Source: an optimization exercise on an open RTL-to-GDS flow (aim: a short achievable clock period and few clock cycles). Production flows keep margins and buffers that such runs may drop. At most, simulation tests tie the RTL to the original design; equivalence was not proved. The RTL of run 2 was laid out without a check of its function. Power and IR drop assume default switching activity.

==> flow/design.v <==
module risc(clk, reset, mem_addr, mem_wdata, mem_rdata, mem_read, mem_write,
            rg0, rg1, rg2, rg3, rg4, rg5, rg6, rg7);
input clk, reset;
output [15:0] mem_addr, mem_wdata;
input  [15:0] mem_rdata;
output mem_read, mem_write;
output [15:0] rg0, rg1, rg2, rg3, rg4, rg5, rg6, rg7;
localparam CB = 4;               
localparam CN = 1 << CB;         
localparam TW = 16 - CB;         
localparam M_NONE = 2'd0, M_LOAD = 2'd1, M_LM = 2'd2, M_SM = 2'd3;
reg [15:0] r0, r1, r2, r3, r4, r5, r6, pc1;    
reg fz, fc;                                    
reg [15:0] ir, ir_pc, ir_npc;
reg ir_v, ir_pred, fill_v;
reg [15:0] fa;                                 
reg [15:0] maddr, mwdata;
reg mwrite, pfetch;                            
reg [1:0] mode;
reg [2:0] ld_dst;
reg [6:0] mmask;                               
reg [CN-1:0] c_v, c_j;
wire [CN*16-1:0] c_d;
wire [CN*TW-1:0] c_t;
wire [CN*16-1:0] c_g;
assign mem_addr = maddr;
assign mem_wdata = mwdata;
assign mem_write = mwrite;
assign mem_read = 1'b1;
assign rg0 = r0; assign rg1 = r1; assign rg2 = r2; assign rg3 = r3;
assign rg4 = r4; assign rg5 = r5; assign rg6 = r6; assign rg7 = pc1;
wire [127:0] rflat = {ir_npc, r6, r5, r4, r3, r2, r1, r0};
wire [3:0] op = ir[15:12];
wire [2:0] fra = ir[11:9], frb = ir[8:6], frc = ir[5:3];
wire [1:0] cz = ir[1:0];
wire [15:0] imm6 = {{10{ir[5]}}, ir[5:0]};
wire [15:0] imm9 = {{7{ir[8]}}, ir[8:0]};
wire [6:0] imask = ir[6:0];
wire [15:0] va = rflat[fra*16 +: 16];
wire [15:0] vb = rflat[frb*16 +: 16];
wire x_stall = (mode == M_LOAD) || (mode == M_LM) || (mode == M_SM && mmask != 7'd0);
wire xv = ir_v && !x_stall;
wire is_add = op == 4'b0000, is_nd = op == 4'b0010, is_adi = op == 4'b0001,
     is_lhi = op == 4'b0011, is_lw = op == 4'b0100, is_sw = op == 4'b0101,
     is_lm = op == 4'b0110, is_sm = op == 4'b0111, is_beq = op == 4'b1100,
     is_jal = op == 4'b1000, is_jlr = op == 4'b1001;
wire cond = (cz == 2'b00) || (cz == 2'b01 && fz) || (cz == 2'b10 && fc);
wire [15:0] s_ab = va + vb;
wire [15:0] s_bi = vb + imm6;
wire [15:0] nd_ab = ~(va & vb);
wire [15:0] d_ba = vb - va;
wire eq_ab = va == vb;
wire [15:0] btgt = ir_npc + imm6;
reg x_we; reg [2:0] x_wd; reg [15:0] x_wv;
reg x_fe; reg x_z, x_c;
reg x_rd; reg [15:0] x_tgt;
always @(*) begin
  x_we = 1'b0; x_wd = fra; x_wv = s_bi;
  x_fe = 1'b0; x_z = 1'b0; x_c = 1'b0;
  x_rd = 1'b0; x_tgt = btgt;
  if (is_add && cond) begin
    x_we = 1'b1; x_wd = frc; x_wv = s_ab;
    x_fe = 1'b1; x_z = vb[14:0] == 15'd0; x_c = vb[15];
  end
  if (is_nd && cond) begin
    x_we = 1'b1; x_wd = frc; x_wv = nd_ab;
  end
  if (is_adi) begin
    x_we = 1'b1; x_wv = s_bi;
    x_fe = 1'b1; x_z = s_bi == 16'd0; x_c = (vb[15] == imm6[15]) ? vb[15] : ~s_bi[15];
  end
  if (is_lhi) begin
    x_we = 1'b1; x_wv = imm9;
  end
  if (is_lw) begin
    x_fe = 1'b1; x_z = vb == 16'd0; x_c = 1'b0;
  end
  if (is_beq) begin
    x_fe = 1'b1; x_z = eq_ab; x_c = (vb[15] == va[15]) ? vb[15] : ~d_ba[15];
    x_rd = eq_ab;
  end
  if (is_jal) begin
    x_we = 1'b1; x_wv = ir_npc;
    x_rd = !ir_pred;
  end
  if (is_jlr) begin
    x_we = 1'b1; x_wv = ir_npc;
    x_rd = 1'b1; x_tgt = (fra == frb) ? ir_npc : vb;
  end
end
wire redirect = xv && x_rd;
wire [CB-1:0] cidx = fa[CB-1:0];
wire hit = c_v[cidx] && (c_t[cidx*TW +: TW] == fa[15:CB]);
wire cjmp = c_j[cidx];
wire [15:0] fa1 = fa + 16'd1;
wire ir_free = !ir_v || xv;
wire deliver = ir_free && (hit || pfetch) && !redirect;
wire [15:0] fa_next = redirect ? x_tgt :
                      deliver ? ((hit && cjmp) ? c_g[cidx*16 +: 16] : fa1) : fa;
wire jal_mark = xv && is_jal && !ir_pred;
wire cwe = fill_v || jal_mark;
wire [CB-1:0] widx = ir_pc[CB-1:0];
wire [2:0] mlow = mmask[0] ? 3'd0 : mmask[1] ? 3'd1 : mmask[2] ? 3'd2 : mmask[3] ? 3'd3 :
                  mmask[4] ? 3'd4 : mmask[5] ? 3'd5 : 3'd6;
wire [2:0] ilow = imask[0] ? 3'd0 : imask[1] ? 3'd1 : imask[2] ? 3'd2 : imask[3] ? 3'd3 :
                  imask[4] ? 3'd4 : imask[5] ? 3'd5 : 3'd6;
wire [6:0] mrest = mmask & (mmask - 7'd1);
wire [6:0] irest = imask & (imask - 7'd1);
wire [15:0] mlow_v = rflat[mlow*16 +: 16];
wire [15:0] ilow_v = rflat[ilow*16 +: 16];
always @(posedge clk) begin
  if (!reset) begin
    r0 <= 16'd0; r1 <= 16'd0; r2 <= 16'd0; r3 <= 16'd0;
    r4 <= 16'd0; r5 <= 16'd0; r6 <= 16'd0; pc1 <= 16'd0;
    fz <= 1'b0; fc <= 1'b0;
    ir_v <= 1'b0; ir_pred <= 1'b0; fill_v <= 1'b0;
    fa <= 16'd0; maddr <= 16'd0; mwdata <= 16'd0; mwrite <= 1'b0; pfetch <= 1'b1;
    mode <= M_NONE; ld_dst <= 3'd0; mmask <= 7'd0;
    c_v <= {CN{1'b0}}; c_j <= {CN{1'b0}};
  end else begin
    if (mode == M_LOAD || mode == M_LM) begin
      case (mode == M_LM ? mlow : ld_dst)
        3'd0: r0 <= mem_rdata; 3'd1: r1 <= mem_rdata; 3'd2: r2 <= mem_rdata;
        3'd3: r3 <= mem_rdata; 3'd4: r4 <= mem_rdata; 3'd5: r5 <= mem_rdata;
        3'd6: r6 <= mem_rdata; default: ;
      endcase
    end else if (xv && x_we) begin
      case (x_wd)
        3'd0: r0 <= x_wv; 3'd1: r1 <= x_wv; 3'd2: r2 <= x_wv; 3'd3: r3 <= x_wv;
        3'd4: r4 <= x_wv; 3'd5: r5 <= x_wv; 3'd6: r6 <= x_wv; default: ;
      endcase
    end
    if (xv) pc1 <= ir_npc;
    if (xv && x_fe) begin fz <= x_z; fc <= x_c; end
    if (deliver) begin
      ir <= hit ? c_d[cidx*16 +: 16] : mem_rdata;
      ir_pc <= fa; ir_npc <= fa1;
      ir_pred <= hit && cjmp;
      ir_v <= 1'b1;
    end else if (xv) begin
      ir_v <= 1'b0;
    end
    fill_v <= deliver && !hit;
    fa <= fa_next;
    if (cwe) begin
      c_v[widx] <= 1'b1;
      c_j[widx] <= jal_mark;
    end
    if (mode == M_LM && mrest != 7'd0) begin
      maddr <= maddr + 16'd1; mwrite <= 1'b0; pfetch <= 1'b0;
      mmask <= mrest;
    end else if (mode == M_SM && mmask != 7'd0) begin
      maddr <= maddr + 16'd1; mwrite <= 1'b1; pfetch <= 1'b0;
      mwdata <= mlow_v; mmask <= mrest;
    end else if (xv && is_lw) begin
      maddr <= s_bi; mwrite <= 1'b0; pfetch <= 1'b0;
      mode <= M_LOAD; ld_dst <= fra;
    end else if (xv && is_sw) begin
      maddr <= s_bi; mwrite <= 1'b1; pfetch <= 1'b0; mwdata <= va;
      mode <= M_SM; mmask <= 7'd0;
    end else if (xv && is_lm && imask != 7'd0) begin
      maddr <= va; mwrite <= 1'b0; pfetch <= 1'b0;
      mode <= M_LM; mmask <= imask;
    end else if (xv && is_sm && imask != 7'd0) begin
      maddr <= va; mwrite <= 1'b1; pfetch <= 1'b0; mwdata <= ilow_v;
      mode <= M_SM; mmask <= irest;
    end else begin
      maddr <= fa_next; mwrite <= 1'b0; pfetch <= 1'b1;
      mode <= M_NONE;
    end
  end
end
genvar gi;
generate
  for (gi = 0; gi < CN; gi = gi + 1) begin : ce
    reg [15:0] d, g;
    reg [TW-1:0] t;
    always @(posedge clk) begin
      if (cwe && widx == gi) begin
        d <= ir;
        t <= ir_pc[15:CB];
        if (jal_mark) g <= x_tgt;
      end
    end
    assign c_d[gi*16 +: 16] = d;
    assign c_t[gi*TW +: TW] = t;
    assign c_g[gi*16 +: 16] = g;
  end
endgenerate
endmodule
==> flow/run.sh <==
#!/bin/bash
# synth_recipe.tcl (not shown) runs the flow's synth.tcl, then flattens the netlist and writes it again
# the make line also repeats each setting of config.mk as NAME=value (left out here)
make -C /OpenROAD-flow-scripts/flow DESIGN_CONFIG=/design/flow/config.mk WORK_HOME=/design/flow/orfs CLKGATE_MAP_FILE= SYNTH_SCRIPT=/design/flow/synth_recipe.tcl finish
==> flow/config.mk <==
export PLATFORM = sky130hd
export DESIGN_NAME = risc
export DESIGN_NICKNAME = risc
export VERILOG_FILES = /design/flow/design.v
export SDC_FILE = /design/flow/constraint.sdc
export NUM_CORES = 4
export LEC_CHECK = 0
export CAP_MARGIN = 20
export CORE_MARGIN = 2
export CORE_UTILIZATION = 40
export SLEW_MARGIN = 20
==> flow/constraint.sdc <==
create_clock -name core_clock -period 10.0 [get_ports {clk}]
set_input_delay 2.0000 -clock core_clock [delete_from_list [all_inputs] [get_ports {clk}]]
set_output_delay 2.0000 -clock core_clock [all_outputs]
set_load 0.01 [all_outputs]
==> results of run 1 <==
## worst max-delay path, cell delays in order (launching register included)
cell,delay (ns)
edfxtp_1,0.48
buf_4,0.63
mux4_2,0.60
mux2i_1,0.57
inv_1,0.24
ha_1,0.45
inv_1,0.10
nor3_1,0.28
nand2_1,0.10
or4_1,0.55
a21oi_2,0.19
buf_4,0.33
a221o_1,0.56
nor2_1,0.12
a221oi_1,0.32
a21oi_1,0.13
o221a_1,0.24
## path summary, 6_finish.rpt
| path | start | endpoint | slack (ns) | depth (start not counted) |
|---|---|---|---|---|
| hold / removal | pc1[14] | pc1[14] | 0.45 | 2 |
| setup reg to reg | ir[6] | maddr[6] | 3.90 | 16 |
| setup / recovery | ir[6] | maddr[6] | 3.90 | 16 |
| hold reg to reg | pc1[14] | pc1[14] | 0.45 | 2 |
## power groups by stage
stage	Sequential (mW)	Clock, mW	Combinational (mW)
after detailed placement	4.85	0	1.59
after floorplan	4.78	0	1.05
after global placement	4.85	0	1.58
after CTS	4.76	4.01	1.59
final	4.76	3.95	1.59
after global routing	4.78	4.17	1.71
## cell type report
type,count,share of cell area
clock inverter,64,0.0168
sequential,979,0.506
clock buffer,121,0.0483
antenna,2,0.0000934
timing repair buffer,280,0.0476
tap,1512,0.0353
multi-input combinational,2058,0.340
inverter,79,0.00562
## cells in the mapped netlist (all sizes together), types with 55 or more instances
cell,count,area (um^2)
edfxtp,752,22600
nand2,333,1250
mux4,318,7160
dfxtp,227,4540
nor2,220,828
a21oi,188,941
clkbuf,154,578
o21ai,145,726
mux2i,131,1310
inv,79,297
ha,70,876
buf,63,337
xnor2,55,482
## per-layer routing
metal | track usage | vias to the layer above | share of wire
met5 | 0 | - | 0.000091
met4 | 0.0786 | 2 | 0.033
met3 | 0.0429 | 246 | 0.085
met2 | 0.386 | 1458 | 0.47
met1 | 0.330 | 15700 | 0.41
li1 | - | 13300 | -
## cell families (layout without fill, tap and decap cells)
family,count (synthesis),after routing,synth area share
other,1,3,0.0000809
xor gates and xnor gates,80,80,0.0151
buffers and inverters,296,544,0.0261
AOI/OAI and AO/OA,622,622,0.0853
adders and majority gates,76,76,0.0211
muxes,475,475,0.189
and+or+nand+nor,804,804,0.0778
DFF,979,979,0.585
==> impl_metrics.ini, run 1 <==
[status]
status = no timing/DRC/antenna violations

[detailed_routing]
drt-total-wl_mm = 143
drtPass1Iterations = 5
via_count = 30700
postRouteAntennaNets = 0
drc = 0
wl_per_cell_um = 28.0
drtIter0Drc = 2999
vias_per_cell = 6.02

[logic_synthesis]
synthesis.nets = 3425
yosysWarnings = 1
ys_types = 80
ys_seq_elements = 979
synth_edf_count = 752
syn_area_per_cell_um2 = 13.9
synthArstFlopShare = 0
ys_seq_area_frac = 0.585
netlist_area_um2 = 46300
syn_inst = 3333
synthFlopType = edfxtp_1

[flow_run]
cap_violations = 0

[sta]
max_freq_mhz = 164
maxSlewViolCount = 0
setup_violations = 0
finalSetupTns_ns = 0
tightest_slew_ns = 1.15
finalCritPeriodShare = 0.610
fin_skew_ns = 0.0453
timing.final.hold_violations = 0
rsz0062_at_grt = no
finalWorstPathRequiredPeriod_ns = 6.10
finalWorstSetupSlack_ns = 3.90
whs_ns = 0.453
slew_headroom = 0.233

[setup_path]
worstPathRequired_ns = 10.56
critPathArrivalTime_ns = 6.66
end_kind = register
startpoint_type = register
cp_max_fo = 44
worstSetupPathType = reg -> reg

[cells_and_area]
final_area_um2 = 53600
stdcell_count = 5095
num-fill-cells = 9939
reg.largest.list = ce.d (256), ce.g (256), ce.t (192)
fin_nets = 3588
syn2layout_area_growth_pct = 15.7
multi_input_area_um2 = 18200
final_cell_mix = edfxtp_1, nand2_1, mux4_2
final_common_cell = edfxtp_1
seq_area_um2 = 27100
fin_util = 0.468
drive_gt1_frac = 0.186

[cts]
cts_buffers = 98
clock_path_buffers = 3
insertion_delay_ns = 0.70
cts_root_buf = clkbuf_16
clock-sinks = 979
htree_levels = 3
holdBufCountCts = 0
post_cts_resized = 0
cts_tree = built
post_cts_buffers = 0
cts.clk_slew.worst_paths_ns = 0.06

[power]
power.density_nw_per_um2 = 192
net-switching-power_mw = 2.76
p_leak_nw = 17.7
max-vdd-ir-drop_v = 0.000163
p_int_mw = 7.55
p_clk_frac = 0.383
power.total_mw = 10.3
seqPwrFrac = 0.462
swShare = 0.268
p_comb_frac = 0.155

[place]
place_area_um2 = 50100
place.gp.congestion = 0.961
dp_hpwl_mm = 93.7
placedCellCount = 4907
pre_cts_slack_ns = 4.04
port_buffers = 178

[global_routing]
grt_pass1_vias = 29700
grt_max_degree = 92
grt_overflow = 0
grt_first_pass_wirelength_mm = 209
grt_use_total = 0.240
antenna_found_initial = 5

[floorplan]
initial_core_util = 0.404
io-pin-count = 180
core_um2 = 115000
die_w_um = 344
dieArea_um2 = 119000
rows = 124
die_h_um = 344

[worst_hold_path]
hold_path.class = reg -> reg
Testbench counts, summed over its fixed seeds: cycles 35,801.
==> inputs of run 2 (changes only) <==
--- a/flow/design.v
+++ b/flow/design.v
@@ -40,4 +40,2 @@
 wire [15:0] vb = rflat[frb*16 +: 16];
-wire x_stall = (mode == M_LOAD) || (mode == M_LM) || (mode == M_SM && mmask != 7'd0);
-wire xv = ir_v && !x_stall;
 wire is_add = op == 4'b0000, is_nd = op == 4'b0010, is_adi = op == 4'b0001,
@@ -46,2 +44,18 @@
      is_jal = op == 4'b1000, is_jlr = op == 4'b1001;
+wire [7:0] oh_a8 = 8'd1 << fra, oh_b8 = 8'd1 << frb, oh_c8 = 8'd1 << frc, oh_l8 = 8'd1 << ld_dst;
+wire [6:0] oh_a = oh_a8[6:0], oh_b = oh_b8[6:0], oh_c = oh_c8[6:0];
+wire [6:0] rset = ((is_add | is_nd | is_sw | is_lm | is_sm | is_beq) ? oh_a : 7'd0) |
+                  ((is_add | is_nd | is_adi | is_lw | is_sw | is_beq | is_jlr) ? oh_b : 7'd0) |
+                  (is_sm ? imask : 7'd0);
+wire [6:0] wset = ((is_add | is_nd) ? oh_c : 7'd0) |
+                  ((is_adi | is_lhi | is_lw | is_jal | is_jlr) ? oh_a : 7'd0) |
+                  (is_lm ? imask : 7'd0);
+wire is_mem = is_lw | is_sw | ((is_lm | is_sm) && imask != 7'd0);
+wire [6:0] mrest = mmask & (mmask - 7'd1);
+wire [6:0] pend_w = (mode == M_LOAD) ? oh_l8[6:0] : (mode == M_LM) ? mmask : 7'd0;
+wire [6:0] pend_r = (mode == M_SM) ? mrest : 7'd0;
+wire port_busy = (mode == M_LM && mrest != 7'd0) || (mode == M_SM && mmask != 7'd0);
+wire x_stall = (((rset | wset) & pend_w) != 7'd0) || ((wset & pend_r) != 7'd0) ||
+               (is_mem && port_busy);
+wire xv = ir_v && !x_stall;
 wire cond = (cz == 2'b00) || (cz == 2'b01 && fz) || (cz == 2'b10 && fc);
@@ -106,3 +120,2 @@
                   imask[4] ? 3'd4 : imask[5] ? 3'd5 : 3'd6;
-wire [6:0] mrest = mmask & (mmask - 7'd1);
 wire [6:0] irest = imask & (imask - 7'd1);
@@ -120,2 +133,8 @@
   end else begin
+    if (xv && x_we) begin
+      case (x_wd)
+        3'd0: r0 <= x_wv; 3'd1: r1 <= x_wv; 3'd2: r2 <= x_wv; 3'd3: r3 <= x_wv;
+        3'd4: r4 <= x_wv; 3'd5: r5 <= x_wv; 3'd6: r6 <= x_wv; default: ;
+      endcase
+    end
     if (mode == M_LOAD || mode == M_LM) begin
@@ -125,7 +144,2 @@
         3'd6: r6 <= mem_rdata; default: ;
-      endcase
-    end else if (xv && x_we) begin
-      case (x_wd)
-        3'd0: r0 <= x_wv; 3'd1: r1 <= x_wv; 3'd2: r2 <= x_wv; 3'd3: r3 <= x_wv;
-        3'd4: r4 <= x_wv; 3'd5: r5 <= x_wv; 3'd6: r6 <= x_wv; default: ;
       endcase
--- a/flow/config.mk
+++ b/flow/config.mk
@@ -7,2 +7,3 @@
 export LEC_CHECK = 0
+export ABC_CLOCK_PERIOD_IN_PS = 3000
 export CAP_MARGIN = 20
@@ -10,2 +11,3 @@
 export CORE_UTILIZATION = 40
+export SETUP_SLACK_MARGIN = 5
 export SLEW_MARGIN = 20
==> impl_metrics.ini, run 2 <==
[status]
status = no timing/DRC/antenna violations

[cells_and_area]
multi_input_area_um2 = 20300
syn2layout_area_growth_pct = 16.2
reg.largest.list = ce.d (256), ce.g (256), ce.t (192)
fin_nets = 3795
seq_area_um2 = 27100
drive_gt1_frac = 0.202
final_cell_mix = edfxtp_1, mux4_2, nand2_1
final_common_cell = edfxtp_1
num-fill-cells = 10600

[floorplan]
core_um2 = 120000
dieArea_um2 = 123000
die_h_um = 351
initial_core_util = 0.403
rows = 127
die_w_um = 351
io-pin-count = 180

[global_routing]
grt_use_total = 0.252
antenna_found_initial = 3
grt_pass1_vias = 32200
grt_max_degree = 67
grt_first_pass_wirelength_mm = 228
grt_overflow = 0

[power]
p_leak_nw = 18.5
power.density_nw_per_um2 = 180
max-vdd-ir-drop_v = 0.000150

[detailed_routing]
drt-total-wl_mm = 157
drtPass1Iterations = 5
drtIter0Drc = 4446
via_count = 33700
drc = 0
postRouteAntennaNets = 0
wl_per_cell_um = 29.1
vias_per_cell = 6.24

[cts]
clock-sinks = 979
cts_root_buf = clkbuf_16
clock_path_buffers = 3
insertion_delay_ns = 0.71
cts_tree = built
htree_levels = 3
cts_buffers = 102
cts.clk_slew.worst_paths_ns = 0.06
holdBufCountCts = 0

[sta]
setup_violations = 0
max_freq_mhz = 208
timing.final.hold_violations = 0
maxSlewViolCount = 0
tightest_slew_ns = 1.24
rsz0062_at_grt = no
fin_skew_ns = 0.0476
slew_headroom = 0.171
finalWorstPathRequiredPeriod_ns = 4.81
whs_ns = 0.456
finalCritPeriodShare = 0.481
finalSetupTns_ns = 0

[place]
dp_hpwl_mm = 99.7
place.gp.congestion = 0.987
port_buffers = 178

[logic_synthesis]
yosysWarnings = 1
ys_seq_elements = 979
synthesis.nets = 3636
syn_area_per_cell_um2 = 13.6
ys_types = 97
syn_inst = 3543
synth_commonest_cells = edfxtp_1, mux4_2, nand2_1, dfxtp_1, nor2_1
synthArstFlopShare = 0
synth_edf_count = 752
synth.area.top_cells = edfxtp_1, mux4_2, dfxtp_1, mux2i_1, nand2_1
netlist_area_um2 = 48300
synthFlopType = edfxtp_1
synth_top_area_share = 0.468
yosysMostFrequentCell = edfxtp_1
synth_largest_area_cell = edfxtp_1
ys_seq_area_frac = 0.562

[setup_path]
slowest_delay_ns = 0.75
worstSetupPathType = reg -> reg
worstPathRequired_ns = 10.53
end_kind = register
cp_max_fo = 20
slowest_stage = mux2i_1
startpoint_type = register
critPathArrivalTime_ns = 5.34
path_cells = buf_8 > buf_16 > mux4_2 > mux2i_1 > inv_1 > ha_1 > a22o_1 > or3_1 > a311o_1 > and3_1 > o32a_1 > mux2i_1 > a21oi_1
crit_top_cell = mux2i_1
ff2ff_setup_slack_ns = 5.19

[flow_run]
cap_violations = 0

[worst_hold_path]
hold_path.class = reg -> reg
## run 2: repair_timing
action | in CTS | in global routing
resized for setup | 39 | 37
endpoints found under the setup margin | 604 | 565
gates cloned | 2 | 1
buffers inserted | 16 | 18
pin swaps | 9 | 6
## run 2: kinds of logic (layout without fill, tap and decap cells)
kind of cell,Yosys count,count (layout),synth area share
and+or+nand+nor,846,846,0.0832
buffers and inverters,336,580,0.0278
xor gates and xnor gates,81,81,0.0147
adders and majority gates,76,76,0.0203
other,1,2,0.0000777
muxes,489,489,0.189
DFF,979,979,0.562
AOI/OAI and AO/OA,735,735,0.102
## run 2: metal layers
metal	track usage	up-vias	wire, um
met5	0	-	13
met4	0.0878	2	5770
met3	0.0476	299	14300
met2	0.378	1865	70200
met1	0.367	17300	66800
li1	-	14200	-
## run 2: critical path: cells and delay by family (launching register included)
family | cells | cell delay (ns)
buffers and inverters | 3 | 0.71
adders and majority gates | 1 | 0.31
AOI/OAI and AO/OA | 4 | 1.12
and+or+nand+nor | 2 | 0.59
DFF | 1 | 0.43
muxes | 3 | 1.46
## run 2: stage by stage
step                      total power [mW]  instance area (um^2)  instances  worst slack, ns   util
after floorplan                       5.76                 48300       3543             5.04      -
after CTS                             10.1                 55700       5380             5.01  0.465
after global routing                  10.4                 56100       5399             4.97  0.468
after global placement                6.32                 52000       5173             4.21  0.434
after detailed placement              6.33                 52000       5173             4.06  0.434
final                                 10.1                 56100       5400             5.19  0.468
## run 2: path summary, 6_finish.rpt
| check | depth (start not counted) | start | end |
|---|---|---|---|
| setup / recovery | 13 | ir[9] | r5[15] |
| hold / removal | 2 | mwdata[7] | mwdata[7] |
| setup reg to reg | 13 | ir[9] | r5[15] |
| hold reg to reg | 2 | mwdata[7] | mwdata[7] |
## run 2: final cells by class
class / count / share of cell area
sequential: 979 / 0.484
multi-input combinational: 2228 / 0.362
timing repair buffer: 308 / 0.0533
clock buffer: 141 / 0.0507
tap: 1612 / 0.0360
clock inverter: 48 / 0.00824
inverter: 83 / 0.00560
antenna: 1 / 0.0000446
## run 2: report_power, final
part	switching (mW)	internal, mW	leakage [nW]
Combinational	0.956	0.633	8.18
Sequential	0.143	4.58	8.68
Clock	1.63	2.12	1.59
Total	2.73	7.34	18.5

==> separate check: timing with driven ports <==
Ports are ideal in the flow. The routed layouts listed here were re-timed in OpenROAD. Step 1: set_driving_cell puts a clkbuf_16 on clk and a buf_2 on each other input, an assumption about the parent block. Step 2 adds t to the input delays and takes it off the output delays; t is the mean of the earliest and latest rising clock arrival at the registers after step 1. Input paths then give back, and output paths get back, about the clock's delay inside the block. a / b / c = ideal ports / drivers / drivers and shift; a / b = the first two.
| run | t, ns | setup WS [ns] | cell pins on the clock port's net |
|---|---|---|---|
| run 1 | 0.751 | 3.905 / 3.905 / 3.905 | 1 |
| run 2 | 0.754 | 5.189 / 5.189 / 5.189 | 1 |
After both steps setup and hold are still met in every run listed.
